This design comes from an exercise in tuning for small area and a short achievable clock period on the open sky130 flow, not from production work. No functional check of the RTL was part of any run shown here. Power figures rest on the tool's default switching activity, not on a simulated workload.

<file path="design.v">
module fp_multiplier (
    input         sign,
    input         clk,
    input         rst,
    input  [16:0] a,
    input  [16:0] b,
    output [17:0] out,
    output reg    overflow,
    output reg    underflow
);
  wire [17:0] xa = {sign & a[16], a};
  wire [17:0] yb = {sign & b[16], b};
  wire [8:0] neg_d, one_d, two_d;
  wire [18:0] ybz = {yb, 1'b0};
  genvar gi;
  generate for (gi = 0; gi < 9; gi = gi + 1) begin : benc
    wire y2 = ybz[2*gi+2], y1 = ybz[2*gi+1], y0 = ybz[2*gi];
    assign neg_d[gi] = y2 & ~(y1 & y0);
    assign one_d[gi] = y1 ^ y0;
    assign two_d[gi] = (y2 & ~y1 & ~y0) | (~y2 & y1 & y0);
  end endgenerate
  reg [17:0] xr;
  reg [8:0] negr, oner, twor;
  reg s1;
  always @(posedge clk) begin
    xr <= xa; negr <= neg_d; oner <= one_d; twor <= two_d; s1 <= sign;
  end
  wire pp1, pp2, pp3, pp4, pp5, pp6, pp7, pp8, pp9, pp10, pp11, pp12;
  wire pp13, pp14, pp15, pp16, pp17, pp18, pp19, pp20, pp21, pp22, pp23, pp24;
  wire pp25, pp26, pp27, pp28, pp29, pp30, pp31, pp32, pp33, pp34, pp35, pp36;
  wire pp37, pp38, pp39, pp40, pp41, pp42, pp43, pp44, pp45, pp46, pp47, pp48;
  wire pp49, pp50, pp51, pp52, pp53, pp54, pp55, pp56, pp57, pp58, pp59, pp60;
  wire pp61, pp62, pp63, pp64, pp65, pp66, pp67, pp68, pp69, pp70, pp71, pp72;
  wire pp73, pp74, pp75, pp76, pp77, pp78, pp79, pp80, pp81, pp82, pp83, pp84;
  wire pp85, pp86, pp87, pp88, pp89, pp90, pp91, pp92, pp93, pp94, pp95, pp96;
  wire pp97, pp98, pp99, pp100, pp101, pp102, pp103, pp104, pp105, pp106, pp107, pp108;
  wire pp109, pp110, pp111, pp112, pp113, pp114, pp115, pp116, pp117, pp118, pp119, pp120;
  wire pp121, pp122, pp123, pp124, pp125, pp126, pp127, pp128, pp129, pp130, pp131, pp132;
  wire pp133, pp134, pp135, pp136, pp137, pp138, pp139, pp140, pp141, pp142, pp143, pp144;
  wire pp145, pp146, pp147, pp148, pp149, pp150, pp151, pp152, pp153, pp154, pp155, pp156;
  wire pp157, pp158, pp159, pp160, pp161, pp162, pp163, pp164, pp165, pp166, pp167, pp168;
  wire pp169, pp170, s171, c172, s173, c174, s175, c176, s177, c178, s179, c180;
  wire s181, c182, s183, c184, s185, c186, s187, c188, s189, c190, s191, c192;
  wire s193, c194, s195, c196, s197, c198, s199, c200, s201, c202, s203, c204;
  wire s205, c206, s207, c208, s209, c210, s211, c212, s213, c214, s215, c216;
  wire s217, c218, s219, c220, s221, c222, s223, c224, s225, c226, s227, c228;
  wire s229, c230, s231, c232, s233, c234, s235, c236, s237, c238, s239, c240;
  wire s241, c242, s243, c244, s245, c246, s247, c248, s249, c250, s251, c252;
  wire s253, c254, s255, c256, s257, c258, s259, c260, s261, c262, s263, c264;
  wire s265, c266, s267, c268, s269, c270, s271, c272, s273, c274, s275, c276;
  wire s277, c278, s279, c280, s281, c282, s283, c284, s285, c286, s287, c288;
  wire s289, c290, s291, c292, s293, c294, s295, c296, s297, c298, s299, c300;
  wire s301, c302, s303, c304, s305, c306, s307, c308, s309, c310, s311, c312;
  wire s313, c314, s315, c316, s317, c318, s319, c320, s321, c322, s323, c324;
  wire s325, c326, s327, c328, s329, c330, s331, c332, s333, c334, s335, c336;
  wire s337, c338, s339, c340, s341, c342, s343, c344, s345, c346, s347, c348;
  wire s349, c350, s351, c352, s353, c354, s355, c356, s357, c358, s359, c360;
  wire s361, c362, s363, c364, s365, c366, s367, c368, s369, c370, s371, c372;
  wire s373, c374, s375, c376, s377, c378, s379, c380, s381, c382, s383, c384;
  wire s385, c386, s387, c388, s389, c390, s391, c392, s393, c394, s395, c396;
  wire s397, c398, s399, c400, s401, c402, s403, c404, s405, c406, s407, c408;
  wire s409, c410, s411, c412, s413, c414, s415, c416, s417, c418, s419, c420;
  wire s421, c422, s423, c424, s425, c426, s427, c428, s429, c430, s431, c432;
  wire s433, c434, s435, c436, s437, c438, s439, c440, s441, c442, s443, c444;
  wire s445, c446, s447, c448, s449, c450, s451, c452, s453, c454, s455, c456;
  wire s457, c458, lg459, lp460, lg461, lp462, lg463, lp464, lg465, lp466, lg467, lp468;
  wire lg469, lp470, lg471, lp472, lg473, lp474, lg475, lp476, lg477, lp478, lG479, lP480;
  wire lG481, lP482, lG483, lP484, lG485, lP486, lG487, lP488, lG489, lP490, lG491, lP492;
  wire lG493, lP494, lG495, lP496, lG497, lP498, lG499, lP500, lG501, lP502, lG503, lP504;
  wire lG505, lP506, lG507, lP508, hg510, hp511, hg512, hp513, hg514, hp515, hg516, hp517;
  wire hg518, hp519, hg520, hp521, hg522, hp523, hg524, hp525, hg526, hp527, hg528, hp529;
  wire hg530, hp531, hg532, hp533, hg534, hp535, hg536, hp537, hg538, hp539, hg540, hp541;
  wire hg542, hp543, hg544, hp545, hg546, hp547, hg548, hp549, hg550, hp551, hg552, hp553;
  wire hg554, hp555, hg556, hp557, hg558, hp559, hG560, hP561, hG562, hP563, hG564, hP565;
  wire hG566, hP567, hG568, hP569, hG570, hP571, hG572, hP573, hG574, hP575, hG576, hP577;
  wire hG578, hP579, hG580, hP581, hG582, hP583, hG584, hP585, hG586, hP587, hG588, hP589;
  wire hG590, hP591, hG592, hP593, hG594, hP595, hG596, hP597, hG598, hP599, hG600, hP601;
  wire hG602, hP603, hG604, hP605, hG606, hP607, hG608, hP609, hG610, hP611, hG612, hP613;
  wire hG614, hP615, hG616, hP617, hG618, hP619, hG620, hP621, hG622, hP623, hG624, hP625;
  wire hG626, hP627, hG628, hP629, hG630, hP631, hG632, hP633, hG634, hP635, hG636, hP637;
  wire hG638, hP639, hG640, hP641, hG642, hP643, hG644, hP645, hG646, hP647, hG648, hP649;
  wire hG650, hP651, hG652, hP653, hG654, hP655, hG656, hP657, hG658, hP659, hG660, hP661;
  wire hG662, hP663, hG664, hP665, hG666, hP667;
  assign pp1 = ((oner[0] & xr[0])) ^ negr[0];
  assign pp2 = ((oner[0] & xr[1]) | (twor[0] & xr[0])) ^ negr[0];
  assign pp3 = ((oner[0] & xr[2]) | (twor[0] & xr[1])) ^ negr[0];
  assign pp4 = ((oner[0] & xr[3]) | (twor[0] & xr[2])) ^ negr[0];
  assign pp5 = ((oner[0] & xr[4]) | (twor[0] & xr[3])) ^ negr[0];
  assign pp6 = ((oner[0] & xr[5]) | (twor[0] & xr[4])) ^ negr[0];
  assign pp7 = ((oner[0] & xr[6]) | (twor[0] & xr[5])) ^ negr[0];
  assign pp8 = ((oner[0] & xr[7]) | (twor[0] & xr[6])) ^ negr[0];
  assign pp9 = ((oner[0] & xr[8]) | (twor[0] & xr[7])) ^ negr[0];
  assign pp10 = ((oner[0] & xr[9]) | (twor[0] & xr[8])) ^ negr[0];
  assign pp11 = ((oner[0] & xr[10]) | (twor[0] & xr[9])) ^ negr[0];
  assign pp12 = ((oner[0] & xr[11]) | (twor[0] & xr[10])) ^ negr[0];
  assign pp13 = ((oner[0] & xr[12]) | (twor[0] & xr[11])) ^ negr[0];
  assign pp14 = ((oner[0] & xr[13]) | (twor[0] & xr[12])) ^ negr[0];
  assign pp15 = ((oner[0] & xr[14]) | (twor[0] & xr[13])) ^ negr[0];
  assign pp16 = ((oner[0] & xr[15]) | (twor[0] & xr[14])) ^ negr[0];
  assign pp17 = ((oner[0] & xr[16]) | (twor[0] & xr[15])) ^ negr[0];
  assign pp18 = ((oner[0] & xr[17]) | (twor[0] & xr[16])) ^ negr[0];
  assign pp19 = ~(((oner[0] & xr[17]) | (twor[0] & xr[17])) ^ negr[0]);
  assign pp20 = ((oner[1] & xr[0])) ^ negr[1];
  assign pp21 = ((oner[1] & xr[1]) | (twor[1] & xr[0])) ^ negr[1];
  assign pp22 = ((oner[1] & xr[2]) | (twor[1] & xr[1])) ^ negr[1];
  assign pp23 = ((oner[1] & xr[3]) | (twor[1] & xr[2])) ^ negr[1];
  assign pp24 = ((oner[1] & xr[4]) | (twor[1] & xr[3])) ^ negr[1];
  assign pp25 = ((oner[1] & xr[5]) | (twor[1] & xr[4])) ^ negr[1];
  assign pp26 = ((oner[1] & xr[6]) | (twor[1] & xr[5])) ^ negr[1];
  assign pp27 = ((oner[1] & xr[7]) | (twor[1] & xr[6])) ^ negr[1];
  assign pp28 = ((oner[1] & xr[8]) | (twor[1] & xr[7])) ^ negr[1];
  assign pp29 = ((oner[1] & xr[9]) | (twor[1] & xr[8])) ^ negr[1];
  assign pp30 = ((oner[1] & xr[10]) | (twor[1] & xr[9])) ^ negr[1];
  assign pp31 = ((oner[1] & xr[11]) | (twor[1] & xr[10])) ^ negr[1];
  assign pp32 = ((oner[1] & xr[12]) | (twor[1] & xr[11])) ^ negr[1];
  assign pp33 = ((oner[1] & xr[13]) | (twor[1] & xr[12])) ^ negr[1];
  assign pp34 = ((oner[1] & xr[14]) | (twor[1] & xr[13])) ^ negr[1];
  assign pp35 = ((oner[1] & xr[15]) | (twor[1] & xr[14])) ^ negr[1];
  assign pp36 = ((oner[1] & xr[16]) | (twor[1] & xr[15])) ^ negr[1];
  assign pp37 = ((oner[1] & xr[17]) | (twor[1] & xr[16])) ^ negr[1];
  assign pp38 = ~(((oner[1] & xr[17]) | (twor[1] & xr[17])) ^ negr[1]);
  assign pp39 = ((oner[2] & xr[0])) ^ negr[2];
  assign pp40 = ((oner[2] & xr[1]) | (twor[2] & xr[0])) ^ negr[2];
  assign pp41 = ((oner[2] & xr[2]) | (twor[2] & xr[1])) ^ negr[2];
  assign pp42 = ((oner[2] & xr[3]) | (twor[2] & xr[2])) ^ negr[2];
  assign pp43 = ((oner[2] & xr[4]) | (twor[2] & xr[3])) ^ negr[2];
  assign pp44 = ((oner[2] & xr[5]) | (twor[2] & xr[4])) ^ negr[2];
  assign pp45 = ((oner[2] & xr[6]) | (twor[2] & xr[5])) ^ negr[2];
  assign pp46 = ((oner[2] & xr[7]) | (twor[2] & xr[6])) ^ negr[2];
  assign pp47 = ((oner[2] & xr[8]) | (twor[2] & xr[7])) ^ negr[2];
  assign pp48 = ((oner[2] & xr[9]) | (twor[2] & xr[8])) ^ negr[2];
  assign pp49 = ((oner[2] & xr[10]) | (twor[2] & xr[9])) ^ negr[2];
  assign pp50 = ((oner[2] & xr[11]) | (twor[2] & xr[10])) ^ negr[2];
  assign pp51 = ((oner[2] & xr[12]) | (twor[2] & xr[11])) ^ negr[2];
  assign pp52 = ((oner[2] & xr[13]) | (twor[2] & xr[12])) ^ negr[2];
  assign pp53 = ((oner[2] & xr[14]) | (twor[2] & xr[13])) ^ negr[2];
  assign pp54 = ((oner[2] & xr[15]) | (twor[2] & xr[14])) ^ negr[2];
  assign pp55 = ((oner[2] & xr[16]) | (twor[2] & xr[15])) ^ negr[2];
  assign pp56 = ((oner[2] & xr[17]) | (twor[2] & xr[16])) ^ negr[2];
  assign pp57 = ~(((oner[2] & xr[17]) | (twor[2] & xr[17])) ^ negr[2]);
  assign pp58 = ((oner[3] & xr[0])) ^ negr[3];
  assign pp59 = ((oner[3] & xr[1]) | (twor[3] & xr[0])) ^ negr[3];
  assign pp60 = ((oner[3] & xr[2]) | (twor[3] & xr[1])) ^ negr[3];
  assign pp61 = ((oner[3] & xr[3]) | (twor[3] & xr[2])) ^ negr[3];
  assign pp62 = ((oner[3] & xr[4]) | (twor[3] & xr[3])) ^ negr[3];
  assign pp63 = ((oner[3] & xr[5]) | (twor[3] & xr[4])) ^ negr[3];
  assign pp64 = ((oner[3] & xr[6]) | (twor[3] & xr[5])) ^ negr[3];
  assign pp65 = ((oner[3] & xr[7]) | (twor[3] & xr[6])) ^ negr[3];
  assign pp66 = ((oner[3] & xr[8]) | (twor[3] & xr[7])) ^ negr[3];
  assign pp67 = ((oner[3] & xr[9]) | (twor[3] & xr[8])) ^ negr[3];
  assign pp68 = ((oner[3] & xr[10]) | (twor[3] & xr[9])) ^ negr[3];
  assign pp69 = ((oner[3] & xr[11]) | (twor[3] & xr[10])) ^ negr[3];
  assign pp70 = ((oner[3] & xr[12]) | (twor[3] & xr[11])) ^ negr[3];
  assign pp71 = ((oner[3] & xr[13]) | (twor[3] & xr[12])) ^ negr[3];
  assign pp72 = ((oner[3] & xr[14]) | (twor[3] & xr[13])) ^ negr[3];
  assign pp73 = ((oner[3] & xr[15]) | (twor[3] & xr[14])) ^ negr[3];
  assign pp74 = ((oner[3] & xr[16]) | (twor[3] & xr[15])) ^ negr[3];
  assign pp75 = ((oner[3] & xr[17]) | (twor[3] & xr[16])) ^ negr[3];
  assign pp76 = ~(((oner[3] & xr[17]) | (twor[3] & xr[17])) ^ negr[3]);
  assign pp77 = ((oner[4] & xr[0])) ^ negr[4];
  assign pp78 = ((oner[4] & xr[1]) | (twor[4] & xr[0])) ^ negr[4];
  assign pp79 = ((oner[4] & xr[2]) | (twor[4] & xr[1])) ^ negr[4];
  assign pp80 = ((oner[4] & xr[3]) | (twor[4] & xr[2])) ^ negr[4];
  assign pp81 = ((oner[4] & xr[4]) | (twor[4] & xr[3])) ^ negr[4];
  assign pp82 = ((oner[4] & xr[5]) | (twor[4] & xr[4])) ^ negr[4];
  assign pp83 = ((oner[4] & xr[6]) | (twor[4] & xr[5])) ^ negr[4];
  assign pp84 = ((oner[4] & xr[7]) | (twor[4] & xr[6])) ^ negr[4];
  assign pp85 = ((oner[4] & xr[8]) | (twor[4] & xr[7])) ^ negr[4];
  assign pp86 = ((oner[4] & xr[9]) | (twor[4] & xr[8])) ^ negr[4];
  assign pp87 = ((oner[4] & xr[10]) | (twor[4] & xr[9])) ^ negr[4];
  assign pp88 = ((oner[4] & xr[11]) | (twor[4] & xr[10])) ^ negr[4];
  assign pp89 = ((oner[4] & xr[12]) | (twor[4] & xr[11])) ^ negr[4];
  assign pp90 = ((oner[4] & xr[13]) | (twor[4] & xr[12])) ^ negr[4];
  assign pp91 = ((oner[4] & xr[14]) | (twor[4] & xr[13])) ^ negr[4];
  assign pp92 = ((oner[4] & xr[15]) | (twor[4] & xr[14])) ^ negr[4];
  assign pp93 = ((oner[4] & xr[16]) | (twor[4] & xr[15])) ^ negr[4];
  assign pp94 = ((oner[4] & xr[17]) | (twor[4] & xr[16])) ^ negr[4];
  assign pp95 = ~(((oner[4] & xr[17]) | (twor[4] & xr[17])) ^ negr[4]);
  assign pp96 = ((oner[5] & xr[0])) ^ negr[5];
  assign pp97 = ((oner[5] & xr[1]) | (twor[5] & xr[0])) ^ negr[5];
  assign pp98 = ((oner[5] & xr[2]) | (twor[5] & xr[1])) ^ negr[5];
  assign pp99 = ((oner[5] & xr[3]) | (twor[5] & xr[2])) ^ negr[5];
  assign pp100 = ((oner[5] & xr[4]) | (twor[5] & xr[3])) ^ negr[5];
  assign pp101 = ((oner[5] & xr[5]) | (twor[5] & xr[4])) ^ negr[5];
  assign pp102 = ((oner[5] & xr[6]) | (twor[5] & xr[5])) ^ negr[5];
  assign pp103 = ((oner[5] & xr[7]) | (twor[5] & xr[6])) ^ negr[5];
  assign pp104 = ((oner[5] & xr[8]) | (twor[5] & xr[7])) ^ negr[5];
  assign pp105 = ((oner[5] & xr[9]) | (twor[5] & xr[8])) ^ negr[5];
  assign pp106 = ((oner[5] & xr[10]) | (twor[5] & xr[9])) ^ negr[5];
  assign pp107 = ((oner[5] & xr[11]) | (twor[5] & xr[10])) ^ negr[5];
  assign pp108 = ((oner[5] & xr[12]) | (twor[5] & xr[11])) ^ negr[5];
  assign pp109 = ((oner[5] & xr[13]) | (twor[5] & xr[12])) ^ negr[5];
  assign pp110 = ((oner[5] & xr[14]) | (twor[5] & xr[13])) ^ negr[5];
  assign pp111 = ((oner[5] & xr[15]) | (twor[5] & xr[14])) ^ negr[5];
  assign pp112 = ((oner[5] & xr[16]) | (twor[5] & xr[15])) ^ negr[5];
  assign pp113 = ((oner[5] & xr[17]) | (twor[5] & xr[16])) ^ negr[5];
  assign pp114 = ~(((oner[5] & xr[17]) | (twor[5] & xr[17])) ^ negr[5]);
  assign pp115 = ((oner[6] & xr[0])) ^ negr[6];
  assign pp116 = ((oner[6] & xr[1]) | (twor[6] & xr[0])) ^ negr[6];
  assign pp117 = ((oner[6] & xr[2]) | (twor[6] & xr[1])) ^ negr[6];
  assign pp118 = ((oner[6] & xr[3]) | (twor[6] & xr[2])) ^ negr[6];
  assign pp119 = ((oner[6] & xr[4]) | (twor[6] & xr[3])) ^ negr[6];
  assign pp120 = ((oner[6] & xr[5]) | (twor[6] & xr[4])) ^ negr[6];
  assign pp121 = ((oner[6] & xr[6]) | (twor[6] & xr[5])) ^ negr[6];
  assign pp122 = ((oner[6] & xr[7]) | (twor[6] & xr[6])) ^ negr[6];
  assign pp123 = ((oner[6] & xr[8]) | (twor[6] & xr[7])) ^ negr[6];
  assign pp124 = ((oner[6] & xr[9]) | (twor[6] & xr[8])) ^ negr[6];
  assign pp125 = ((oner[6] & xr[10]) | (twor[6] & xr[9])) ^ negr[6];
  assign pp126 = ((oner[6] & xr[11]) | (twor[6] & xr[10])) ^ negr[6];
  assign pp127 = ((oner[6] & xr[12]) | (twor[6] & xr[11])) ^ negr[6];
  assign pp128 = ((oner[6] & xr[13]) | (twor[6] & xr[12])) ^ negr[6];
  assign pp129 = ((oner[6] & xr[14]) | (twor[6] & xr[13])) ^ negr[6];
  assign pp130 = ((oner[6] & xr[15]) | (twor[6] & xr[14])) ^ negr[6];
  assign pp131 = ((oner[6] & xr[16]) | (twor[6] & xr[15])) ^ negr[6];
  assign pp132 = ((oner[6] & xr[17]) | (twor[6] & xr[16])) ^ negr[6];
  assign pp133 = ~(((oner[6] & xr[17]) | (twor[6] & xr[17])) ^ negr[6]);
  assign pp134 = ((oner[7] & xr[0])) ^ negr[7];
  assign pp135 = ((oner[7] & xr[1]) | (twor[7] & xr[0])) ^ negr[7];
  assign pp136 = ((oner[7] & xr[2]) | (twor[7] & xr[1])) ^ negr[7];
  assign pp137 = ((oner[7] & xr[3]) | (twor[7] & xr[2])) ^ negr[7];
  assign pp138 = ((oner[7] & xr[4]) | (twor[7] & xr[3])) ^ negr[7];
  assign pp139 = ((oner[7] & xr[5]) | (twor[7] & xr[4])) ^ negr[7];
  assign pp140 = ((oner[7] & xr[6]) | (twor[7] & xr[5])) ^ negr[7];
  assign pp141 = ((oner[7] & xr[7]) | (twor[7] & xr[6])) ^ negr[7];
  assign pp142 = ((oner[7] & xr[8]) | (twor[7] & xr[7])) ^ negr[7];
  assign pp143 = ((oner[7] & xr[9]) | (twor[7] & xr[8])) ^ negr[7];
  assign pp144 = ((oner[7] & xr[10]) | (twor[7] & xr[9])) ^ negr[7];
  assign pp145 = ((oner[7] & xr[11]) | (twor[7] & xr[10])) ^ negr[7];
  assign pp146 = ((oner[7] & xr[12]) | (twor[7] & xr[11])) ^ negr[7];
  assign pp147 = ((oner[7] & xr[13]) | (twor[7] & xr[12])) ^ negr[7];
  assign pp148 = ((oner[7] & xr[14]) | (twor[7] & xr[13])) ^ negr[7];
  assign pp149 = ((oner[7] & xr[15]) | (twor[7] & xr[14])) ^ negr[7];
  assign pp150 = ((oner[7] & xr[16]) | (twor[7] & xr[15])) ^ negr[7];
  assign pp151 = ((oner[7] & xr[17]) | (twor[7] & xr[16])) ^ negr[7];
  assign pp152 = ~(((oner[7] & xr[17]) | (twor[7] & xr[17])) ^ negr[7]);
  assign pp153 = ((oner[8] & xr[0])) ^ negr[8];
  assign pp154 = ((oner[8] & xr[1]) | (twor[8] & xr[0])) ^ negr[8];
  assign pp155 = ((oner[8] & xr[2]) | (twor[8] & xr[1])) ^ negr[8];
  assign pp156 = ((oner[8] & xr[3]) | (twor[8] & xr[2])) ^ negr[8];
  assign pp157 = ((oner[8] & xr[4]) | (twor[8] & xr[3])) ^ negr[8];
  assign pp158 = ((oner[8] & xr[5]) | (twor[8] & xr[4])) ^ negr[8];
  assign pp159 = ((oner[8] & xr[6]) | (twor[8] & xr[5])) ^ negr[8];
  assign pp160 = ((oner[8] & xr[7]) | (twor[8] & xr[6])) ^ negr[8];
  assign pp161 = ((oner[8] & xr[8]) | (twor[8] & xr[7])) ^ negr[8];
  assign pp162 = ((oner[8] & xr[9]) | (twor[8] & xr[8])) ^ negr[8];
  assign pp163 = ((oner[8] & xr[10]) | (twor[8] & xr[9])) ^ negr[8];
  assign pp164 = ((oner[8] & xr[11]) | (twor[8] & xr[10])) ^ negr[8];
  assign pp165 = ((oner[8] & xr[12]) | (twor[8] & xr[11])) ^ negr[8];
  assign pp166 = ((oner[8] & xr[13]) | (twor[8] & xr[12])) ^ negr[8];
  assign pp167 = ((oner[8] & xr[14]) | (twor[8] & xr[13])) ^ negr[8];
  assign pp168 = ((oner[8] & xr[15]) | (twor[8] & xr[14])) ^ negr[8];
  assign pp169 = ((oner[8] & xr[16]) | (twor[8] & xr[15])) ^ negr[8];
  assign pp170 = ((oner[8] & xr[17]) | (twor[8] & xr[16])) ^ negr[8];
  assign s171 = negr[8] ^ pp17;
  assign c172 = negr[8] & pp17;
  assign s173 = pp18 ^ pp35;
  assign c174 = pp18 & pp35;
  assign s175 = 1'b1 ^ pp19 ^ pp36;
  assign c176 = (1'b1 & pp19) | (pp36 & (1'b1 ^ pp19));
  assign s177 = 1'b1 ^ pp37;
  assign c178 = 1'b1 & pp37;
  assign s179 = negr[5] ^ pp11;
  assign c180 = negr[5] & pp11;
  assign s181 = pp12 ^ pp29;
  assign c182 = pp12 & pp29;
  assign s183 = negr[6] ^ pp13 ^ pp30;
  assign c184 = (negr[6] & pp13) | (pp30 & (negr[6] ^ pp13));
  assign s185 = pp47 ^ pp64;
  assign c186 = pp47 & pp64;
  assign s187 = pp14 ^ pp31 ^ pp48;
  assign c188 = (pp14 & pp31) | (pp48 & (pp14 ^ pp31));
  assign s189 = pp65 ^ pp82;
  assign c190 = pp65 & pp82;
  assign s191 = negr[7] ^ pp15 ^ pp32;
  assign c192 = (negr[7] & pp15) | (pp32 & (negr[7] ^ pp15));
  assign s193 = pp49 ^ pp66 ^ pp83;
  assign c194 = (pp49 & pp66) | (pp83 & (pp49 ^ pp66));
  assign s195 = pp100 ^ pp117;
  assign c196 = pp100 & pp117;
  assign s197 = pp16 ^ pp33 ^ pp50;
  assign c198 = (pp16 & pp33) | (pp50 & (pp16 ^ pp33));
  assign s199 = pp67 ^ pp84 ^ pp101;
  assign c200 = (pp67 & pp84) | (pp101 & (pp67 ^ pp84));
  assign s201 = pp118 ^ pp135;
  assign c202 = pp118 & pp135;
  assign s203 = pp34 ^ pp51 ^ pp68;
  assign c204 = (pp34 & pp51) | (pp68 & (pp34 ^ pp51));
  assign s205 = pp85 ^ pp102 ^ pp119;
  assign c206 = (pp85 & pp102) | (pp119 & (pp85 ^ pp102));
  assign s207 = pp136 ^ pp153 ^ s171;
  assign c208 = (pp136 & pp153) | (s171 & (pp136 ^ pp153));
  assign s209 = pp52 ^ pp69 ^ pp86;
  assign c210 = (pp52 & pp69) | (pp86 & (pp52 ^ pp69));
  assign s211 = pp103 ^ pp120 ^ pp137;
  assign c212 = (pp103 & pp120) | (pp137 & (pp103 ^ pp120));
  assign s213 = pp154 ^ c172 ^ s173;
  assign c214 = (pp154 & c172) | (s173 & (pp154 ^ c172));
  assign s215 = pp53 ^ pp70 ^ pp87;
  assign c216 = (pp53 & pp70) | (pp87 & (pp53 ^ pp70));
  assign s217 = pp104 ^ pp121 ^ pp138;
  assign c218 = (pp104 & pp121) | (pp138 & (pp104 ^ pp121));
  assign s219 = pp155 ^ c174 ^ s175;
  assign c220 = (pp155 & c174) | (s175 & (pp155 ^ c174));
  assign s221 = pp54 ^ pp71 ^ pp88;
  assign c222 = (pp54 & pp71) | (pp88 & (pp54 ^ pp71));
  assign s223 = pp105 ^ pp122 ^ pp139;
  assign c224 = (pp105 & pp122) | (pp139 & (pp105 ^ pp122));
  assign s225 = pp156 ^ s177 ^ c176;
  assign c226 = (pp156 & s177) | (c176 & (pp156 ^ s177));
  assign s227 = pp38 ^ pp55 ^ pp72;
  assign c228 = (pp38 & pp55) | (pp72 & (pp38 ^ pp55));
  assign s229 = pp89 ^ pp106 ^ pp123;
  assign c230 = (pp89 & pp106) | (pp123 & (pp89 ^ pp106));
  assign s231 = pp140 ^ pp157 ^ c178;
  assign c232 = (pp140 & pp157) | (c178 & (pp140 ^ pp157));
  assign s233 = 1'b1 ^ pp56 ^ pp73;
  assign c234 = (1'b1 & pp56) | (pp73 & (1'b1 ^ pp56));
  assign s235 = pp90 ^ pp107 ^ pp124;
  assign c236 = (pp90 & pp107) | (pp124 & (pp90 ^ pp107));
  assign s237 = pp141 ^ pp158;
  assign c238 = pp141 & pp158;
  assign s239 = pp57 ^ pp74 ^ pp91;
  assign c240 = (pp57 & pp74) | (pp91 & (pp57 ^ pp74));
  assign s241 = pp108 ^ pp125 ^ pp142;
  assign c242 = (pp108 & pp125) | (pp142 & (pp108 ^ pp125));
  assign s243 = 1'b1 ^ pp75 ^ pp92;
  assign c244 = (1'b1 & pp75) | (pp92 & (1'b1 ^ pp75));
  assign s245 = pp109 ^ pp126;
  assign c246 = pp109 & pp126;
  assign s247 = pp76 ^ pp93 ^ pp110;
  assign c248 = (pp76 & pp93) | (pp110 & (pp76 ^ pp93));
  assign s249 = 1'b1 ^ pp94;
  assign c250 = 1'b1 & pp94;
  assign s251 = negr[3] ^ pp7;
  assign c252 = negr[3] & pp7;
  assign s253 = pp8 ^ pp25;
  assign c254 = pp8 & pp25;
  assign s255 = negr[4] ^ pp9 ^ pp26;
  assign c256 = (negr[4] & pp9) | (pp26 & (negr[4] ^ pp9));
  assign s257 = pp43 ^ pp60;
  assign c258 = pp43 & pp60;
  assign s259 = pp10 ^ pp27 ^ pp44;
  assign c260 = (pp10 & pp27) | (pp44 & (pp10 ^ pp27));
  assign s261 = pp61 ^ pp78;
  assign c262 = pp61 & pp78;
  assign s263 = pp28 ^ pp45 ^ pp62;
  assign c264 = (pp28 & pp45) | (pp62 & (pp28 ^ pp45));
  assign s265 = pp79 ^ pp96 ^ s179;
  assign c266 = (pp79 & pp96) | (s179 & (pp79 ^ pp96));
  assign s267 = pp46 ^ pp63 ^ pp80;
  assign c268 = (pp46 & pp63) | (pp80 & (pp46 ^ pp63));
  assign s269 = pp97 ^ c180 ^ s181;
  assign c270 = (pp97 & c180) | (s181 & (pp97 ^ c180));
  assign s271 = pp81 ^ pp98 ^ pp115;
  assign c272 = (pp81 & pp98) | (pp115 & (pp81 ^ pp98));
  assign s273 = c182 ^ s185 ^ s183;
  assign c274 = (c182 & s185) | (s183 & (c182 ^ s185));
  assign s275 = pp99 ^ pp116 ^ c186;
  assign c276 = (pp99 & pp116) | (c186 & (pp99 ^ pp116));
  assign s277 = s189 ^ c184 ^ s187;
  assign c278 = (s189 & c184) | (s187 & (s189 ^ c184));
  assign s279 = pp134 ^ c190 ^ s195;
  assign c280 = (pp134 & c190) | (s195 & (pp134 ^ c190));
  assign s281 = c188 ^ s191 ^ s193;
  assign c282 = (c188 & s191) | (s193 & (c188 ^ s191));
  assign s283 = c196 ^ s201 ^ c192;
  assign c284 = (c196 & s201) | (c192 & (c196 ^ s201));
  assign s285 = c194 ^ s197 ^ s199;
  assign c286 = (c194 & s197) | (s199 & (c194 ^ s197));
  assign s287 = c202 ^ c198 ^ c200;
  assign c288 = (c202 & c198) | (c200 & (c202 ^ c198));
  assign s289 = s203 ^ s205 ^ s207;
  assign c290 = (s203 & s205) | (s207 & (s203 ^ s205));
  assign s291 = c204 ^ c206 ^ s209;
  assign c292 = (c204 & c206) | (s209 & (c204 ^ c206));
  assign s293 = s211 ^ c208 ^ s213;
  assign c294 = (s211 & c208) | (s213 & (s211 ^ c208));
  assign s295 = c210 ^ c212 ^ s215;
  assign c296 = (c210 & c212) | (s215 & (c210 ^ c212));
  assign s297 = s217 ^ c214 ^ s219;
  assign c298 = (s217 & c214) | (s219 & (s217 ^ c214));
  assign s299 = c216 ^ c218 ^ s221;
  assign c300 = (c216 & c218) | (s221 & (c216 ^ c218));
  assign s301 = s223 ^ c220 ^ s225;
  assign c302 = (s223 & c220) | (s225 & (s223 ^ c220));
  assign s303 = c222 ^ c224 ^ s227;
  assign c304 = (c222 & c224) | (s227 & (c222 ^ c224));
  assign s305 = s229 ^ s231 ^ c226;
  assign c306 = (s229 & s231) | (c226 & (s229 ^ s231));
  assign s307 = s237 ^ c228 ^ c230;
  assign c308 = (s237 & c228) | (c230 & (s237 ^ c228));
  assign s309 = s233 ^ s235 ^ c232;
  assign c310 = (s233 & s235) | (c232 & (s233 ^ s235));
  assign s311 = pp159 ^ c238 ^ c234;
  assign c312 = (pp159 & c238) | (c234 & (pp159 ^ c238));
  assign s313 = c236 ^ s239 ^ s241;
  assign c314 = (c236 & s239) | (s241 & (c236 ^ s239));
  assign s315 = pp143 ^ pp160 ^ s245;
  assign c316 = (pp143 & pp160) | (s245 & (pp143 ^ pp160));
  assign s317 = c240 ^ c242 ^ s243;
  assign c318 = (c240 & c242) | (s243 & (c240 ^ c242));
  assign s319 = pp127 ^ pp144 ^ pp161;
  assign c320 = (pp127 & pp144) | (pp161 & (pp127 ^ pp144));
  assign s321 = c246 ^ c244 ^ s247;
  assign c322 = (c246 & c244) | (s247 & (c246 ^ c244));
  assign s323 = pp111 ^ pp128 ^ pp145;
  assign c324 = (pp111 & pp128) | (pp145 & (pp111 ^ pp128));
  assign s325 = pp162 ^ s249 ^ c248;
  assign c326 = (pp162 & s249) | (c248 & (pp162 ^ s249));
  assign s327 = pp95 ^ pp112 ^ pp129;
  assign c328 = (pp95 & pp112) | (pp129 & (pp95 ^ pp112));
  assign s329 = pp146 ^ pp163 ^ c250;
  assign c330 = (pp146 & pp163) | (c250 & (pp146 ^ pp163));
  assign s331 = 1'b1 ^ pp113 ^ pp130;
  assign c332 = (1'b1 & pp113) | (pp130 & (1'b1 ^ pp113));
  assign s333 = pp147 ^ pp164;
  assign c334 = pp147 & pp164;
  assign s335 = pp114 ^ pp131 ^ pp148;
  assign c336 = (pp114 & pp131) | (pp148 & (pp114 ^ pp131));
  assign s337 = 1'b1 ^ pp132;
  assign c338 = 1'b1 & pp132;
  assign s339 = negr[2] ^ pp5;
  assign c340 = negr[2] & pp5;
  assign s341 = pp6 ^ pp23;
  assign c342 = pp6 & pp23;
  assign s343 = pp24 ^ pp41 ^ pp58;
  assign c344 = (pp24 & pp41) | (pp58 & (pp24 ^ pp41));
  assign s345 = pp42 ^ pp59 ^ c252;
  assign c346 = (pp42 & pp59) | (c252 & (pp42 ^ pp59));
  assign s347 = pp77 ^ c254 ^ s257;
  assign c348 = (pp77 & c254) | (s257 & (pp77 ^ c254));
  assign s349 = c258 ^ s261 ^ c256;
  assign c350 = (c258 & s261) | (c256 & (c258 ^ s261));
  assign s351 = c262 ^ c260 ^ s263;
  assign c352 = (c262 & c260) | (s263 & (c262 ^ c260));
  assign s353 = c264 ^ s267 ^ c266;
  assign c354 = (c264 & s267) | (c266 & (c264 ^ s267));
  assign s355 = c268 ^ s271 ^ c270;
  assign c356 = (c268 & s271) | (c270 & (c268 ^ s271));
  assign s357 = c272 ^ s275 ^ c274;
  assign c358 = (c272 & s275) | (c274 & (c272 ^ s275));
  assign s359 = c276 ^ s279 ^ c278;
  assign c360 = (c276 & s279) | (c278 & (c276 ^ s279));
  assign s361 = c280 ^ c282 ^ s283;
  assign c362 = (c280 & c282) | (s283 & (c280 ^ c282));
  assign s363 = c284 ^ c286 ^ s287;
  assign c364 = (c284 & c286) | (s287 & (c284 ^ c286));
  assign s365 = c288 ^ s291 ^ c290;
  assign c366 = (c288 & s291) | (c290 & (c288 ^ s291));
  assign s367 = c292 ^ s295 ^ c294;
  assign c368 = (c292 & s295) | (c294 & (c292 ^ s295));
  assign s369 = c296 ^ s299 ^ c298;
  assign c370 = (c296 & s299) | (c298 & (c296 ^ s299));
  assign s371 = c300 ^ s303 ^ s305;
  assign c372 = (c300 & s303) | (s305 & (c300 ^ s303));
  assign s373 = c304 ^ s307 ^ s309;
  assign c374 = (c304 & s307) | (s309 & (c304 ^ s307));
  assign s375 = c308 ^ s311 ^ s313;
  assign c376 = (c308 & s311) | (s313 & (c308 ^ s311));
  assign s377 = s315 ^ c312 ^ c314;
  assign c378 = (s315 & c312) | (c314 & (s315 ^ c312));
  assign s379 = s319 ^ c316 ^ c318;
  assign c380 = (s319 & c316) | (c318 & (s319 ^ c316));
  assign s381 = c320 ^ s323 ^ c322;
  assign c382 = (c320 & s323) | (c322 & (c320 ^ s323));
  assign s383 = c324 ^ s327 ^ s329;
  assign c384 = (c324 & s327) | (s329 & (c324 ^ s327));
  assign s385 = s333 ^ c328 ^ s331;
  assign c386 = (s333 & c328) | (s331 & (s333 ^ c328));
  assign s387 = pp165 ^ c334 ^ c332;
  assign c388 = (pp165 & c334) | (c332 & (pp165 ^ c334));
  assign s389 = pp149 ^ pp166 ^ s337;
  assign c390 = (pp149 & pp166) | (s337 & (pp149 ^ pp166));
  assign s391 = pp133 ^ pp150 ^ pp167;
  assign c392 = (pp133 & pp150) | (pp167 & (pp133 ^ pp150));
  assign s393 = 1'b1 ^ pp151;
  assign c394 = 1'b1 & pp151;
  assign s395 = negr[1] ^ pp3;
  assign c396 = negr[1] & pp3;
  assign s397 = pp4 ^ pp21;
  assign c398 = pp4 & pp21;
  assign s399 = pp22 ^ pp39 ^ s339;
  assign c400 = (pp22 & pp39) | (s339 & (pp22 ^ pp39));
  assign s401 = pp40 ^ c340 ^ s341;
  assign c402 = (pp40 & c340) | (s341 & (pp40 ^ c340));
  assign s403 = c342 ^ s251 ^ s343;
  assign c404 = (c342 & s251) | (s343 & (c342 ^ s251));
  assign s405 = s253 ^ c344 ^ s345;
  assign c406 = (s253 & c344) | (s345 & (s253 ^ c344));
  assign s407 = s255 ^ c346 ^ s347;
  assign c408 = (s255 & c346) | (s347 & (s255 ^ c346));
  assign s409 = s259 ^ c348 ^ s349;
  assign c410 = (s259 & c348) | (s349 & (s259 ^ c348));
  assign s411 = s265 ^ c350 ^ s351;
  assign c412 = (s265 & c350) | (s351 & (s265 ^ c350));
  assign s413 = s269 ^ c352 ^ s353;
  assign c414 = (s269 & c352) | (s353 & (s269 ^ c352));
  assign s415 = s273 ^ c354 ^ s355;
  assign c416 = (s273 & c354) | (s355 & (s273 ^ c354));
  assign s417 = s277 ^ c356 ^ s357;
  assign c418 = (s277 & c356) | (s357 & (s277 ^ c356));
  assign s419 = s281 ^ c358 ^ s359;
  assign c420 = (s281 & c358) | (s359 & (s281 ^ c358));
  assign s421 = s285 ^ c360 ^ s361;
  assign c422 = (s285 & c360) | (s361 & (s285 ^ c360));
  assign s423 = s289 ^ c362 ^ s363;
  assign c424 = (s289 & c362) | (s363 & (s289 ^ c362));
  assign s425 = s293 ^ c364 ^ s365;
  assign c426 = (s293 & c364) | (s365 & (s293 ^ c364));
  assign s427 = s297 ^ c366 ^ s367;
  assign c428 = (s297 & c366) | (s367 & (s297 ^ c366));
  assign s429 = s301 ^ c368 ^ s369;
  assign c430 = (s301 & c368) | (s369 & (s301 ^ c368));
  assign s431 = c302 ^ s371 ^ c370;
  assign c432 = (c302 & s371) | (c370 & (c302 ^ s371));
  assign s433 = c306 ^ s373 ^ c372;
  assign c434 = (c306 & s373) | (c372 & (c306 ^ s373));
  assign s435 = c310 ^ s375 ^ c374;
  assign c436 = (c310 & s375) | (c374 & (c310 ^ s375));
  assign s437 = s317 ^ c376 ^ s377;
  assign c438 = (s317 & c376) | (s377 & (s317 ^ c376));
  assign s439 = s321 ^ c378 ^ s379;
  assign c440 = (s321 & c378) | (s379 & (s321 ^ c378));
  assign s441 = s325 ^ c380 ^ s381;
  assign c442 = (s325 & c380) | (s381 & (s325 ^ c380));
  assign s443 = c326 ^ s383 ^ c382;
  assign c444 = (c326 & s383) | (c382 & (c326 ^ s383));
  assign s445 = c330 ^ s385 ^ c384;
  assign c446 = (c330 & s385) | (c384 & (c330 ^ s385));
  assign s447 = s335 ^ c386 ^ s387;
  assign c448 = (s335 & c386) | (s387 & (s335 ^ c386));
  assign s449 = c336 ^ s389 ^ c388;
  assign c450 = (c336 & s389) | (c388 & (c336 ^ s389));
  assign s451 = c338 ^ s391 ^ c390;
  assign c452 = (c338 & s391) | (c390 & (c338 ^ s391));
  assign s453 = pp168 ^ s393 ^ c392;
  assign c454 = (pp168 & s393) | (c392 & (pp168 ^ s393));
  assign s455 = pp152 ^ pp169 ^ c394;
  assign c456 = (pp152 & pp169) | (c394 & (pp152 ^ pp169));
  assign s457 = 1'b1 ^ pp170;
  assign c458 = 1'b1 & pp170;
  assign lg459 = (negr[0] & pp1);
  assign lp460 = (negr[0] ^ pp1);
  assign lg461 = (pp2 & 1'b0);
  assign lp462 = (pp2 ^ 1'b0);
  assign lg463 = (s395 & pp20);
  assign lp464 = (s395 ^ pp20);
  assign lg465 = (c396 & s397);
  assign lp466 = (c396 ^ s397);
  assign lg467 = (c398 & s399);
  assign lp468 = (c398 ^ s399);
  assign lg469 = (c400 & s401);
  assign lp470 = (c400 ^ s401);
  assign lg471 = (c402 & s403);
  assign lp472 = (c402 ^ s403);
  assign lg473 = (c404 & s405);
  assign lp474 = (c404 ^ s405);
  assign lg475 = (c406 & s407);
  assign lp476 = (c406 ^ s407);
  assign lg477 = (c408 & s409);
  assign lp478 = (c408 ^ s409);
  assign lG479 = lg461 | (lp462 & lg459);
  assign lP480 = lp462 & lp460;
  assign lG481 = lg465 | (lp466 & lg463);
  assign lP482 = lp466 & lp464;
  assign lG483 = lg469 | (lp470 & lg467);
  assign lP484 = lp470 & lp468;
  assign lG485 = lg473 | (lp474 & lg471);
  assign lP486 = lp474 & lp472;
  assign lG487 = lg477 | (lp478 & lg475);
  assign lP488 = lp478 & lp476;
  assign lG489 = lg463 | (lp464 & lG479);
  assign lP490 = lp464 & lP480;
  assign lG491 = lG481 | (lP482 & lG479);
  assign lP492 = lP482 & lP480;
  assign lG493 = lg471 | (lp472 & lG483);
  assign lP494 = lp472 & lP484;
  assign lG495 = lG485 | (lP486 & lG483);
  assign lP496 = lP486 & lP484;
  assign lG497 = lg467 | (lp468 & lG491);
  assign lP498 = lp468 & lP492;
  assign lG499 = lG483 | (lP484 & lG491);
  assign lP500 = lP484 & lP492;
  assign lG501 = lG493 | (lP494 & lG491);
  assign lP502 = lP494 & lP492;
  assign lG503 = lG495 | (lP496 & lG491);
  assign lP504 = lP496 & lP492;
  assign lG505 = lg475 | (lp476 & lG503);
  assign lP506 = lp476 & lP504;
  assign lG507 = lG487 | (lP488 & lG503);
  assign lP508 = lP488 & lP504;
  wire [9:0] plow = {(lp478 ^ lG505), (lp476 ^ lG503), (lp474 ^ lG501), (lp472 ^ lG499), (lp470 ^ lG497), (lp468 ^ lG491), (lp466 ^ lG489), (lp464 ^ lG479), (lp462 ^ lg459), lp460};
  wire ck_w = lG507;
  wire [23:0] ha_w = {c456, c454, c452, c450, c448, c446, c444, c442, c440, c438, c436, c434, c432, c430, c428, c426, c424, c422, c420, c418, c416, c414, c412, c410};
  wire [23:0] hb_w = {s457, s455, s453, s451, s449, s447, s445, s443, s441, s439, s437, s435, s433, s431, s429, s427, s425, s423, s421, s419, s417, s415, s413, s411};
  reg [23:0] ra, rb;
  reg lor, land, ck, s2, rst_d;
  always @(posedge clk) begin
    ra <= ha_w; rb <= hb_w; s2 <= s1; rst_d <= rst;
    lor <= |plow; land <= &plow; ck <= ck_w;
  end
  assign hg510 = (ck & ck);
  assign hp511 = (ck ^ ck);
  assign hg512 = (ra[0] & rb[0]);
  assign hp513 = (ra[0] ^ rb[0]);
  assign hg514 = (ra[1] & rb[1]);
  assign hp515 = (ra[1] ^ rb[1]);
  assign hg516 = (ra[2] & rb[2]);
  assign hp517 = (ra[2] ^ rb[2]);
  assign hg518 = (ra[3] & rb[3]);
  assign hp519 = (ra[3] ^ rb[3]);
  assign hg520 = (ra[4] & rb[4]);
  assign hp521 = (ra[4] ^ rb[4]);
  assign hg522 = (ra[5] & rb[5]);
  assign hp523 = (ra[5] ^ rb[5]);
  assign hg524 = (ra[6] & rb[6]);
  assign hp525 = (ra[6] ^ rb[6]);
  assign hg526 = (ra[7] & rb[7]);
  assign hp527 = (ra[7] ^ rb[7]);
  assign hg528 = (ra[8] & rb[8]);
  assign hp529 = (ra[8] ^ rb[8]);
  assign hg530 = (ra[9] & rb[9]);
  assign hp531 = (ra[9] ^ rb[9]);
  assign hg532 = (ra[10] & rb[10]);
  assign hp533 = (ra[10] ^ rb[10]);
  assign hg534 = (ra[11] & rb[11]);
  assign hp535 = (ra[11] ^ rb[11]);
  assign hg536 = (ra[12] & rb[12]);
  assign hp537 = (ra[12] ^ rb[12]);
  assign hg538 = (ra[13] & rb[13]);
  assign hp539 = (ra[13] ^ rb[13]);
  assign hg540 = (ra[14] & rb[14]);
  assign hp541 = (ra[14] ^ rb[14]);
  assign hg542 = (ra[15] & rb[15]);
  assign hp543 = (ra[15] ^ rb[15]);
  assign hg544 = (ra[16] & rb[16]);
  assign hp545 = (ra[16] ^ rb[16]);
  assign hg546 = (ra[17] & rb[17]);
  assign hp547 = (ra[17] ^ rb[17]);
  assign hg548 = (ra[18] & rb[18]);
  assign hp549 = (ra[18] ^ rb[18]);
  assign hg550 = (ra[19] & rb[19]);
  assign hp551 = (ra[19] ^ rb[19]);
  assign hg552 = (ra[20] & rb[20]);
  assign hp553 = (ra[20] ^ rb[20]);
  assign hg554 = (ra[21] & rb[21]);
  assign hp555 = (ra[21] ^ rb[21]);
  assign hg556 = (ra[22] & rb[22]);
  assign hp557 = (ra[22] ^ rb[22]);
  assign hg558 = (ra[23] & rb[23]);
  assign hp559 = (ra[23] ^ rb[23]);
  assign hG560 = hg512 | (hp513 & hg510);
  assign hP561 = hp513 & hp511;
  assign hG562 = hg516 | (hp517 & hg514);
  assign hP563 = hp517 & hp515;
  assign hG564 = hg520 | (hp521 & hg518);
  assign hP565 = hp521 & hp519;
  assign hG566 = hg524 | (hp525 & hg522);
  assign hP567 = hp525 & hp523;
  assign hG568 = hg528 | (hp529 & hg526);
  assign hP569 = hp529 & hp527;
  assign hG570 = hg532 | (hp533 & hg530);
  assign hP571 = hp533 & hp531;
  assign hG572 = hg536 | (hp537 & hg534);
  assign hP573 = hp537 & hp535;
  assign hG574 = hg540 | (hp541 & hg538);
  assign hP575 = hp541 & hp539;
  assign hG576 = hg544 | (hp545 & hg542);
  assign hP577 = hp545 & hp543;
  assign hG578 = hg548 | (hp549 & hg546);
  assign hP579 = hp549 & hp547;
  assign hG580 = hg552 | (hp553 & hg550);
  assign hP581 = hp553 & hp551;
  assign hG582 = hg556 | (hp557 & hg554);
  assign hP583 = hp557 & hp555;
  assign hG584 = hg514 | (hp515 & hG560);
  assign hP585 = hp515 & hP561;
  assign hG586 = hG562 | (hP563 & hG560);
  assign hP587 = hP563 & hP561;
  assign hG588 = hg522 | (hp523 & hG564);
  assign hP589 = hp523 & hP565;
  assign hG590 = hG566 | (hP567 & hG564);
  assign hP591 = hP567 & hP565;
  assign hG592 = hg530 | (hp531 & hG568);
  assign hP593 = hp531 & hP569;
  assign hG594 = hG570 | (hP571 & hG568);
  assign hP595 = hP571 & hP569;
  assign hG596 = hg538 | (hp539 & hG572);
  assign hP597 = hp539 & hP573;
  assign hG598 = hG574 | (hP575 & hG572);
  assign hP599 = hP575 & hP573;
  assign hG600 = hg546 | (hp547 & hG576);
  assign hP601 = hp547 & hP577;
  assign hG602 = hG578 | (hP579 & hG576);
  assign hP603 = hP579 & hP577;
  assign hG604 = hg554 | (hp555 & hG580);
  assign hP605 = hp555 & hP581;
  assign hG606 = hG582 | (hP583 & hG580);
  assign hP607 = hP583 & hP581;
  assign hG608 = hg518 | (hp519 & hG586);
  assign hP609 = hp519 & hP587;
  assign hG610 = hG564 | (hP565 & hG586);
  assign hP611 = hP565 & hP587;
  assign hG612 = hG588 | (hP589 & hG586);
  assign hP613 = hP589 & hP587;
  assign hG614 = hG590 | (hP591 & hG586);
  assign hP615 = hP591 & hP587;
  assign hG616 = hg534 | (hp535 & hG594);
  assign hP617 = hp535 & hP595;
  assign hG618 = hG572 | (hP573 & hG594);
  assign hP619 = hP573 & hP595;
  assign hG620 = hG596 | (hP597 & hG594);
  assign hP621 = hP597 & hP595;
  assign hG622 = hG598 | (hP599 & hG594);
  assign hP623 = hP599 & hP595;
  assign hG624 = hg550 | (hp551 & hG602);
  assign hP625 = hp551 & hP603;
  assign hG626 = hG580 | (hP581 & hG602);
  assign hP627 = hP581 & hP603;
  assign hG628 = hG604 | (hP605 & hG602);
  assign hP629 = hP605 & hP603;
  assign hG630 = hG606 | (hP607 & hG602);
  assign hP631 = hP607 & hP603;
  assign hG632 = hg526 | (hp527 & hG614);
  assign hP633 = hp527 & hP615;
  assign hG634 = hG568 | (hP569 & hG614);
  assign hP635 = hP569 & hP615;
  assign hG636 = hG592 | (hP593 & hG614);
  assign hP637 = hP593 & hP615;
  assign hG638 = hG594 | (hP595 & hG614);
  assign hP639 = hP595 & hP615;
  assign hG640 = hG616 | (hP617 & hG614);
  assign hP641 = hP617 & hP615;
  assign hG642 = hG618 | (hP619 & hG614);
  assign hP643 = hP619 & hP615;
  assign hG644 = hG620 | (hP621 & hG614);
  assign hP645 = hP621 & hP615;
  assign hG646 = hG622 | (hP623 & hG614);
  assign hP647 = hP623 & hP615;
  assign hG648 = hg558 | (hp559 & hG630);
  assign hP649 = hp559 & hP631;
  assign hG650 = hg542 | (hp543 & hG646);
  assign hP651 = hp543 & hP647;
  assign hG652 = hG576 | (hP577 & hG646);
  assign hP653 = hP577 & hP647;
  assign hG654 = hG600 | (hP601 & hG646);
  assign hP655 = hP601 & hP647;
  assign hG656 = hG602 | (hP603 & hG646);
  assign hP657 = hP603 & hP647;
  assign hG658 = hG624 | (hP625 & hG646);
  assign hP659 = hP625 & hP647;
  assign hG660 = hG626 | (hP627 & hG646);
  assign hP661 = hP627 & hP647;
  assign hG662 = hG628 | (hP629 & hG646);
  assign hP663 = hP629 & hP647;
  assign hG664 = hG630 | (hP631 & hG646);
  assign hP665 = hP631 & hP647;
  assign hG666 = hG648 | (hP649 & hG646);
  assign hP667 = hP649 & hP647;
  wire [33:10] ph = {(hp559 ^ hG664), (hp557 ^ hG662), (hp555 ^ hG660), (hp553 ^ hG658), (hp551 ^ hG656), (hp549 ^ hG654), (hp547 ^ hG652), (hp545 ^ hG650), (hp543 ^ hG646), (hp541 ^ hG644), (hp539 ^ hG642), (hp537 ^ hG640), (hp535 ^ hG638), (hp533 ^ hG636), (hp531 ^ hG634), (hp529 ^ hG632), (hp527 ^ hG614), (hp525 ^ hG612), (hp523 ^ hG610), (hp521 ^ hG608), (hp519 ^ hG586), (hp517 ^ hG584), (hp515 ^ hG560), (hp513 ^ hg510)};
  wire neg = s2 & ph[33];
  wire ovf_w = neg ? ~&ph[33:25] : |ph[33:24];
  wire unf_w = neg ? ~(&ph[15:10] & land) : (|ph[15:10] | lor);
  wire clr = rst | rst_d;
  reg [17:0] out_r;
  always @(posedge clk) begin
    out_r     <= clr ? 18'd0 : ph[31:14];
    overflow  <= clr ? 1'b0 : ovf_w;
    underflow <= clr ? 1'b0 : unf_w;
  end
  assign out = out_r;
endmodule
</file>
<file path="run.sh">
#!/bin/bash
# synth_recipe.tcl (not shown) runs the flow's synth.tcl, then flattens the netlist and writes it again
# the make line also repeats each setting of config.mk as NAME=value (left out here)
make -C /OpenROAD-flow-scripts/flow DESIGN_CONFIG=/design/flow/config.mk WORK_HOME=/design/flow/orfs CLKGATE_MAP_FILE= SYNTH_SCRIPT=/design/flow/synth_recipe.tcl finish
</file>
<file path="config.mk">
export PLATFORM = sky130hd
export DESIGN_NAME = fp_multiplier
export DESIGN_NICKNAME = fp_multiplier
export VERILOG_FILES = /design/flow/design.v
export SDC_FILE = /design/flow/constraint.sdc
export NUM_CORES = 4
export LEC_CHECK = 0
export CAP_MARGIN = 20
export CORE_MARGIN = 2
export CORE_UTILIZATION = 40
export SETUP_SLACK_MARGIN = 5
export SLEW_MARGIN = 20
</file>
<file path="constraint.sdc">
create_clock -name core_clock -period 8.0 [get_ports {clk}]
set_input_delay 1.6000 -clock core_clock [delete_from_list [all_inputs] [get_ports {clk}]]
set_output_delay 1.6000 -clock core_clock [all_outputs]
set_load 0.01 [all_outputs]
</file>
==> results.toml, run 1 <==
[setup_path]
reg2reg_from = "twor[0]$_DFF_P_"
reg2regPathDepth = 14
cp_max_fo = 4
startpoint_type = "register"
cp_cell_sequence = "buf_6 > a22oi_2 > xnor2_1 > ha_2 > inv_2 > fa_1 > fa_1 > inv_2 > ha_4 > a21o_1 > fa_2 > xor2_2 > nand4_1 > nor4_1"
critPathCapture = "land$_DFF_P_"
arrival_ns = 3.81
path_class = "reg2reg"
critPathLaunch = "twor[0]$_DFF_P_"
end_kind = "register"
ff2ff_setup_slack_ns = 4.51
r2r_end = "land$_DFF_P_"
worstPathRequired_ns = 8.32
slowest_delay_ns = 0.53
critPathSlowestCell = "fa_1"

[global_routing]
grt_pass1_wl_microns = 44910
grt_usage_pct = 20.65
grt_pass1_vias = 8199
antenna_found_initial = 0
grt_max_degree = 21
grt_overflow = 0

[clock_network]
cts_tree = "built"
numClockSinks = 119
cts_root_buf = "clkbuf_16"
clock_latency_ns = 0.44
cts.clk_slew.worst_paths_ns = 0.07
cts_buffer_depth = 2
cts_buffers = 17
h-tree-depth = 4
postCtsHoldBufs = 0

[final_layout]
multi_input_area_sq_mm = 0.007896
drive_above_1_share_pct = 29.86
area_growth_pct = 28.41
fin_area_sq_mm = 0.01352
diodes = 0
fillers = 2277
register_area_sq_mm = 0.002526
nets = 1399

[power_and_ir_drop]
pwr-share-clk_pct = 15.9
power_switching_mw = 2.181
seq_power_share_pct = 19.0
pwr-share-comb_pct = 65.1
vdd_drop_max_mv = 0.1560
powerDensity_mw_per_mm2 = 361.0
p_int_mw = 2.699
switching_share_pct = 44.69
finalPower_mw = 4.880
p_leak_nw = 5.643

[timing]
fin_skew_ns = 0.01513
finalCritPeriodShare_pct = 43.66
max_freq_mhz = 286.3
period_needed_ns = 3.493
rsz0062_at_grt = "yes"
worst_pin_slew_ns = 0.5910
finalSetupTns_ns = 0
layout_setup_ws_ns = 4.507
setup_viol = 0
maxSlewViolCount = 0
slew_headroom_pct = 60.07
report.final.hold_viol_count = 0

[die]
core_area_sq_mm = 0.02598
io_pins = 57
fp.dieW_microns = 166.2
initial_core_util_pct = 40.51
dieArea_sq_mm = 0.02763
die_y_microns = 166.2
rows = 59

[synth]
synthAdderAreaFrac_pct = 30.95
synthCells = 1089
postSynth.asyncResetShare_pct = 0
synth_compound_area_share_pct = 15.80
synth_edf_count = 0
yosysTopAreaCell = "fa_1"
synth_fp_nets = 1312
syn_avg_cell_area_sq_um = 9.666
synth_ff_type = "dfxtp_1"
synth.most_common_cell = "a22oi_1"
ys_types = 56
synth_xor_area_share_pct = 15.73
syn_area_sq_mm = 0.01053
yosys.area_share.simple_pct = 6.110
yosys-top-cells-count = "a22oi_1 (153), inv_1 (148), fa_1 (124), dfxtp_1 (119), xor2_1 (104)"
synth.area.mux_share_pct = 0.1902
synth.top_cell.area_share_pct = 23.58
synth-seq-area-share_pct = 22.63
synth_top_family_by_area = "adder cells"
synth_seq_cells = 119
synth_area_leaders = "fa_1 (24%), dfxtp_1 (23%), a22oi_1 (11%), xor2_1 (8.7%), ha_1 (7.4%)"
yosys_warnings = 1

[placed_design]
io_buffer_count = 56
dp_hpwl_microns = 18360
routabilityCongestion = 0.8645
placed_cell_area_sq_mm = 0.01133
dp_worst_setup_slack_ns = 3.977

[route]
avgViaCountPerCell = 5.256
postRouteAntennaNets = 0
drt_wl_total_microns = 28180
drt-pass1-iter-count = 6
drt_iter0_markers = 699
drc_errors = 0
dr_total_vias = 8010
wl_per_cell_microns = 18.49

[hold_path]
worstHoldStart = "s1$_DFF_P_"
hold_class = "reg2reg"

[outcome]
status = "timing/DRC/antenna clean"

[job]
cap_violations = 0
==> per-stage QoR <==
stage	std cells	util (%)	hold slack [ns]
floorplan	1089	-	0.3096
global placement	1393	43.61	0.3839
detailed placement	1393	43.61	0.3834
CTS	1509	50.57	0.3910
global route	1524	52.02	0.3972
finish	1524	52.02	0.3994
==> worst min path at each step <==
stage,to,slack [ns],cells after the start
after floorplan,s2$_DFF_P_,0.31,0
after global placement,s2$_DFF_P_,0.38,0
after detailed placement,s2$_DFF_P_,0.38,0
after CTS,s2$_DFF_P_,0.39,0
after global routing,s2$_DFF_P_,0.40,0
final,s2$_DFF_P_,0.40,0
==> cell type report <==
type	instances	area share, %
multi-input combinational	729	58.42
clock inverter	15	1.361
inverter	148	4.110
sequential	119	18.69
timing repair buffer	161	11.17
tap	335	3.101
clock buffer	17	3.147
==> placed cells by master (no fill, tap or decap), types with 4 or more instances in the layout <==
| cell | netlist | routed |
|---|---|---|
| a21o_1 | 8 | 8 |
| a21oi_1 | 15 | 12 |
| a21oi_2 | 2 | 5 |
| a22oi_1 | 153 | 104 |
| a22oi_2 | 0 | 49 |
| and2_1 | 6 | 6 |
| and3_1 | 4 | 4 |
| buf_12 | 0 | 4 |
| buf_4 | 0 | 76 |
| buf_6 | 0 | 21 |
| clkbuf_16 | 0 | 17 |
| clkdlybuf4s50_1 | 0 | 56 |
| clkinv_8 | 0 | 5 |
| dfxtp_1 | 119 | 78 |
| dfxtp_2 | 0 | 4 |
| dfxtp_4 | 0 | 37 |
| fa_1 | 124 | 81 |
| fa_2 | 0 | 43 |
| ha_1 | 62 | 55 |
| ha_2 | 0 | 4 |
| inv_1 | 148 | 115 |
| inv_2 | 0 | 33 |
| inv_8 | 0 | 6 |
| nand2_1 | 33 | 33 |
| nand3_1 | 6 | 5 |
| nor2_1 | 35 | 35 |
| nor2b_1 | 9 | 9 |
| nor3_1 | 9 | 7 |
| o21ai_0 | 17 | 14 |
| o21bai_1 | 4 | 4 |
| or3_1 | 5 | 4 |
| xnor2_1 | 85 | 76 |
| xnor2_2 | 0 | 8 |
| xor2_1 | 104 | 95 |
| xor2_2 | 0 | 9 |
==> kinds of logic after synthesis <==
group / Yosys count
xor+xnor: 189
simple gates: 128
buf+inv: 241
fa+ha+maj: 186
compound gates: 224
flops: 119
mux: 2
==> flip-flops by register name, indices dropped and copies added (netlist names) <==
register and flops:
ra 24, rb 24, out_r 18, xr 18, negr 9, oner 9
twor 9, ck 1, land 1, lor 1, overflow 1, rst_d 1
s1 1, s2 1, underflow 1
==> layer usage <==
layer	share of wire [%]	GRT usage (%)
met1	44	28.39
met2	45	31.66
met4	3.0	7.496
met3	8.4	5.148
met5	0	0
==> power by group through the flow <==
stage / sequential [mW] / combinational [mW] / clock [mW]
final: 0.927 / 3.18 / 0.774
after global routing: 0.945 / 3.60 / 0.820
after CTS: 0.927 / 3.02 / 0.788
after detailed placement: 0.969 / 2.72 / 0
after global placement: 0.965 / 2.67 / 0
after floorplan: 0.886 / 2.07 / 0
==> timing repair <==
action,in CTS,in global routing
gates cloned,1,0
gates resized for setup,189,68
setup endpoints to repair,40,38
buffers inserted,83,15
pin swaps,93,69
==> worst max-delay path: cells and delay by family (launching register included) <==
kind / cells / cell delay [ns]
DFF: 1 / 0.36
and+or+nand+nor: 2 / 0.39
AOI/OAI and AO/OA: 2 / 0.33
buffers and inverters: 3 / 0.21
adders and majority gates: 5 / 1.78
xor gates and xnor gates: 2 / 0.32
==> run 2, diff against run 1 <==
--- a/config.mk
+++ b/config.mk
@@ -5,8 +5,8 @@
 export SDC_FILE = /design/flow/constraint.sdc
 export NUM_CORES = 4
 export LEC_CHECK = 0
+export ABC_CLOCK_PERIOD_IN_PS = 2500
 export CAP_MARGIN = 20
 export CORE_MARGIN = 2
 export CORE_UTILIZATION = 40
-export SETUP_SLACK_MARGIN = 5
 export SLEW_MARGIN = 20
==> run 2 against run 1 <==
Combinational power shrank 16%. Final cell count shrank 6.4%. Clock power grew 1%. Largest power group unchanged.
==> results.toml, run 2 <==
[outcome]
status = "timing/DRC/antenna clean"

[placed_design]
placed_cell_area_sq_mm = 0.01120
io_buffer_count = 56
dp_hpwl_microns = 18810
routabilityCongestion = 0.8728
dp_worst_setup_slack_ns = 3.806

[timing]
maxSlewViolCount = 0
report.final.hold_viol_count = 0
max_freq_mhz = 235.7
layout_setup_ws_ns = 3.758
finalCritPeriodShare_pct = 53.03
rsz0062_at_grt = "no"
finalSetupTns_ns = 0
slew_headroom_pct = 33.18
setup_viol = 0
worst_pin_slew_ns = 1.001
period_needed_ns = 4.242
fin_hold_ws_ns = 0.3827
fin_skew_ns = 0.009627

[die]
initial_core_util_pct = 40.51
die_y_microns = 166.2
io_pins = 57
dieArea_sq_mm = 0.02763
core_area_sq_mm = 0.02598
fp.dieW_microns = 166.2
rows = 59

[synth]
synthAdderAreaFrac_pct = 30.95
yosys-top-cells-count = "a22oi_1 (153), inv_1 (148), fa_1 (124), dfxtp_1 (119), xor2_1 (104)"
synth_ff_type = "dfxtp_1"
synthCells = 1089
synth_xor_area_share_pct = 15.73
yosysTopAreaCell = "fa_1"
synth_edf_count = 0
synth.top_cell.area_share_pct = 23.58
postSynth.asyncResetShare_pct = 0
synth_top_family_by_area = "adder cells"
synth_fp_nets = 1312
yosys.area_share.simple_pct = 6.110
synth_area_leaders = "fa_1 (24%), dfxtp_1 (23%), a22oi_1 (11%), xor2_1 (8.7%), ha_1 (7.4%)"
synth.most_common_cell = "a22oi_1"
ys_types = 56
synth_compound_area_share_pct = 15.80
yosys_warnings = 1
syn_area_sq_mm = 0.01053
synth.area.mux_share_pct = 0.1902
synth-seq-area-share_pct = 22.63
syn_avg_cell_area_sq_um = 9.666
synth_seq_cells = 119

[final_layout]
final_common_cell = "a22oi_1"
final_cell_mix = "a22oi_1 (153), inv_1 (148), fa_1 (124), dfxtp_1 (118), xor2_1 (104)"
area_growth_pct = 12.41
multi_input_area_sq_mm = 0.007239
nets = 1301
diodes = 0
register_area_sq_mm = 0.002384
fillers = 2522
reg.largest.list = "ra: 24 flops, rb: 24 flops"
drive_above_1_share_pct = 4.675
fin_area_sq_mm = 0.01183

[setup_path]
r2r_end = "land$_DFF_P_"
end_kind = "register"
worstPathRequired_ns = 8.31
cp_cell_sequence = "xnor2_1 > ha_1 > inv_1 > fa_1 > inv_1 > ha_1 > inv_1 > o21bai_1 > a21oi_1 > o21bai_1 > a21o_1 > fa_1 > xor2_1 > nand4_1 > nor4_1"
arrival_ns = 4.55
cp_common_cell = "inv_1"
critPathSlowestCell = "dfxtp_1"
slowest_delay_ns = 0.98
reg2regPathDepth = 15
reg2reg_from = "negr[0]$_DFF_P_"
cp_max_fo = 19
ff2ff_setup_slack_ns = 3.76
startpoint_type = "register"
path_class = "reg2reg"

[clock_network]
cts.clk_slew.worst_paths_ns = 0.06
cts_buffers = 17
cts_buffer_depth = 2
postCtsResizedCells = 0
postCtsHoldBufs = 0
h-tree-depth = 4
clock_latency_ns = 0.42
cts_root_buf = "clkbuf_16"
post-cts-setup-buffers = 0
numClockSinks = 119
cts_tree = "built"

[route]
dr_wl_met3_microns = 1981
dr_total_vias = 7507
drc_errors = 0
postRouteAntennaNets = 0
routed.top_layer = "met4"
wl_per_cell_microns = 17.76
drt_iter0_markers = 679
drt_wl_total_microns = 25330
wl_met2_microns = 10760
avgViaCountPerCell = 5.264
wl_met1_microns = 11910
drt-pass1-iter-count = 5

[power_and_ir_drop]
pwr-share-clk_pct = 17.8
powerDensity_mw_per_mm2 = 371.5
finalPower_mw = 4.396
p_int_mw = 2.460
vdd_drop_max_mv = 0.1445
p_leak_nw = 5.073
seq_power_share_pct = 21.6
switching_share_pct = 44.06
power_switching_mw = 1.937
pwr-share-comb_pct = 60.6

[hold_path]
holdPathEnd = "s2$_DFF_P_"
worstHoldStart = "s1$_DFF_P_"
min_path_cells = 0
hold_class = "reg2reg"

[global_routing]
grt_pass1_vias = 7850
antenna_found_initial = 0
grt_max_degree = 21
grt_pass1_wl_microns = 42190
grt_overflow = 0
grt_usage_pct = 19.15

[job]
cap_violations = 0
run 2: changes by cell type in the layout (fill, tap and decap cells not counted), sizes merged:
cell / before / now
bufinv: 0 / 2
clkinv: 7 / 4
clkinvlp: 0 / 1
inv: 156 / 155
clkbuf: 17 / 18
buf: 105 / 7
run 2: routing by layer:
layer	GRT usage, %	vias up
met5	0	-
li1	-	3559
met3	5.172	48
met2	28.09	303
met4	6.634	0
met1	27.26	3597
run 2: worst max-delay path: cells and delay by family, from the launching register on:
family / cells / cell delay [ns]
simple gates: 2 / 0.39
flops: 1 / 0.98
buf+inv: 3 / 0.16
compound gates: 4 / 0.67
xor+xnor: 2 / 0.38
fa+ha+maj: 4 / 1.54
run 2: final cells by class:
type | count | area share [%]
Clock inverter | 14 | 1.375
Clock buffer | 18 | 3.712
Sequential cell | 119 | 20.14
Tap cell | 335 | 3.542
Inverter | 148 | 4.695
Timing Repair Buffer | 63 | 5.351
Multi-Input combinational cell | 729 | 61.18
run 2: power by group through the flow:
stage	sequential (mW)	clock, mW	combinational (mW)
finish	0.950	0.783	2.66
floorplan	0.884	0	2.01
CTS	0.951	0.800	2.69
global placement	0.960	0	2.62
detailed placement	0.963	0	2.68
global route	0.971	0.826	3.09
run 2: through the flow:
stage / instances / util, %
CTS: 1425 / 45.43
floorplan: 1089 / -
global placement: 1393 / 43.11
detailed placement: 1393 / 43.11
global route: 1426 / 45.54
finish: 1426 / 45.54
run 2: how the worst max path moves through the flow:
stage,slack (ns),depth (start not counted),from,to
6_report,3.76,15,negr[0]$_DFF_P_,land$_DFF_P_
5_1_grt,3.45,14,negr[0]$_DFF_P_,lor$_DFF_P_
4_1_cts,3.78,15,negr[0]$_DFF_P_,land$_DFF_P_
3_5_place_dp,3.81,16,xr[4]$_DFF_P_,land$_DFF_P_
3_3_place_gp,3.96,15,negr[0]$_DFF_P_,land$_DFF_P_
2_1_floorplan,4.02,15,negr[1]$_DFF_P_,land$_DFF_P_
run 2: cells by family (layout without fill, tap and decap cells):
group / after synthesis / after routing
DFF: 119 / 119
muxes: 2 / 2
xor gates and xnor gates: 189 / 189
and+or+nand+nor: 128 / 128
adders and majority gates: 186 / 186
buffers and inverters: 241 / 243
AOI/OAI and AO/OA: 224 / 224

## separate check: timing with driven ports
No port has a modelled driver above. Below, the same layouts with a new extraction and two added sets of constraints.
Step 1: set_driving_cell puts a clkbuf_16 on clk and a buf_2 on each other input, an assumption about the parent block.
Step 2 times the ports against the registers' clock, not the clock port: input delays grow and output delays shrink by t, the midpoint of the rising clock arrivals with the driver on.
Slacks: no drivers / after step 1 / after step 2; pairs: no drivers / after step 1.
run	shift t [ns]	slack for setup (ns)	worst setup path at the end
run 1	0.471	4.507 / 4.507 / 4.507	register to register
run 2	0.467	3.758 / 3.758 / 3.758	register to register
After both steps setup and hold are still met in every run listed.
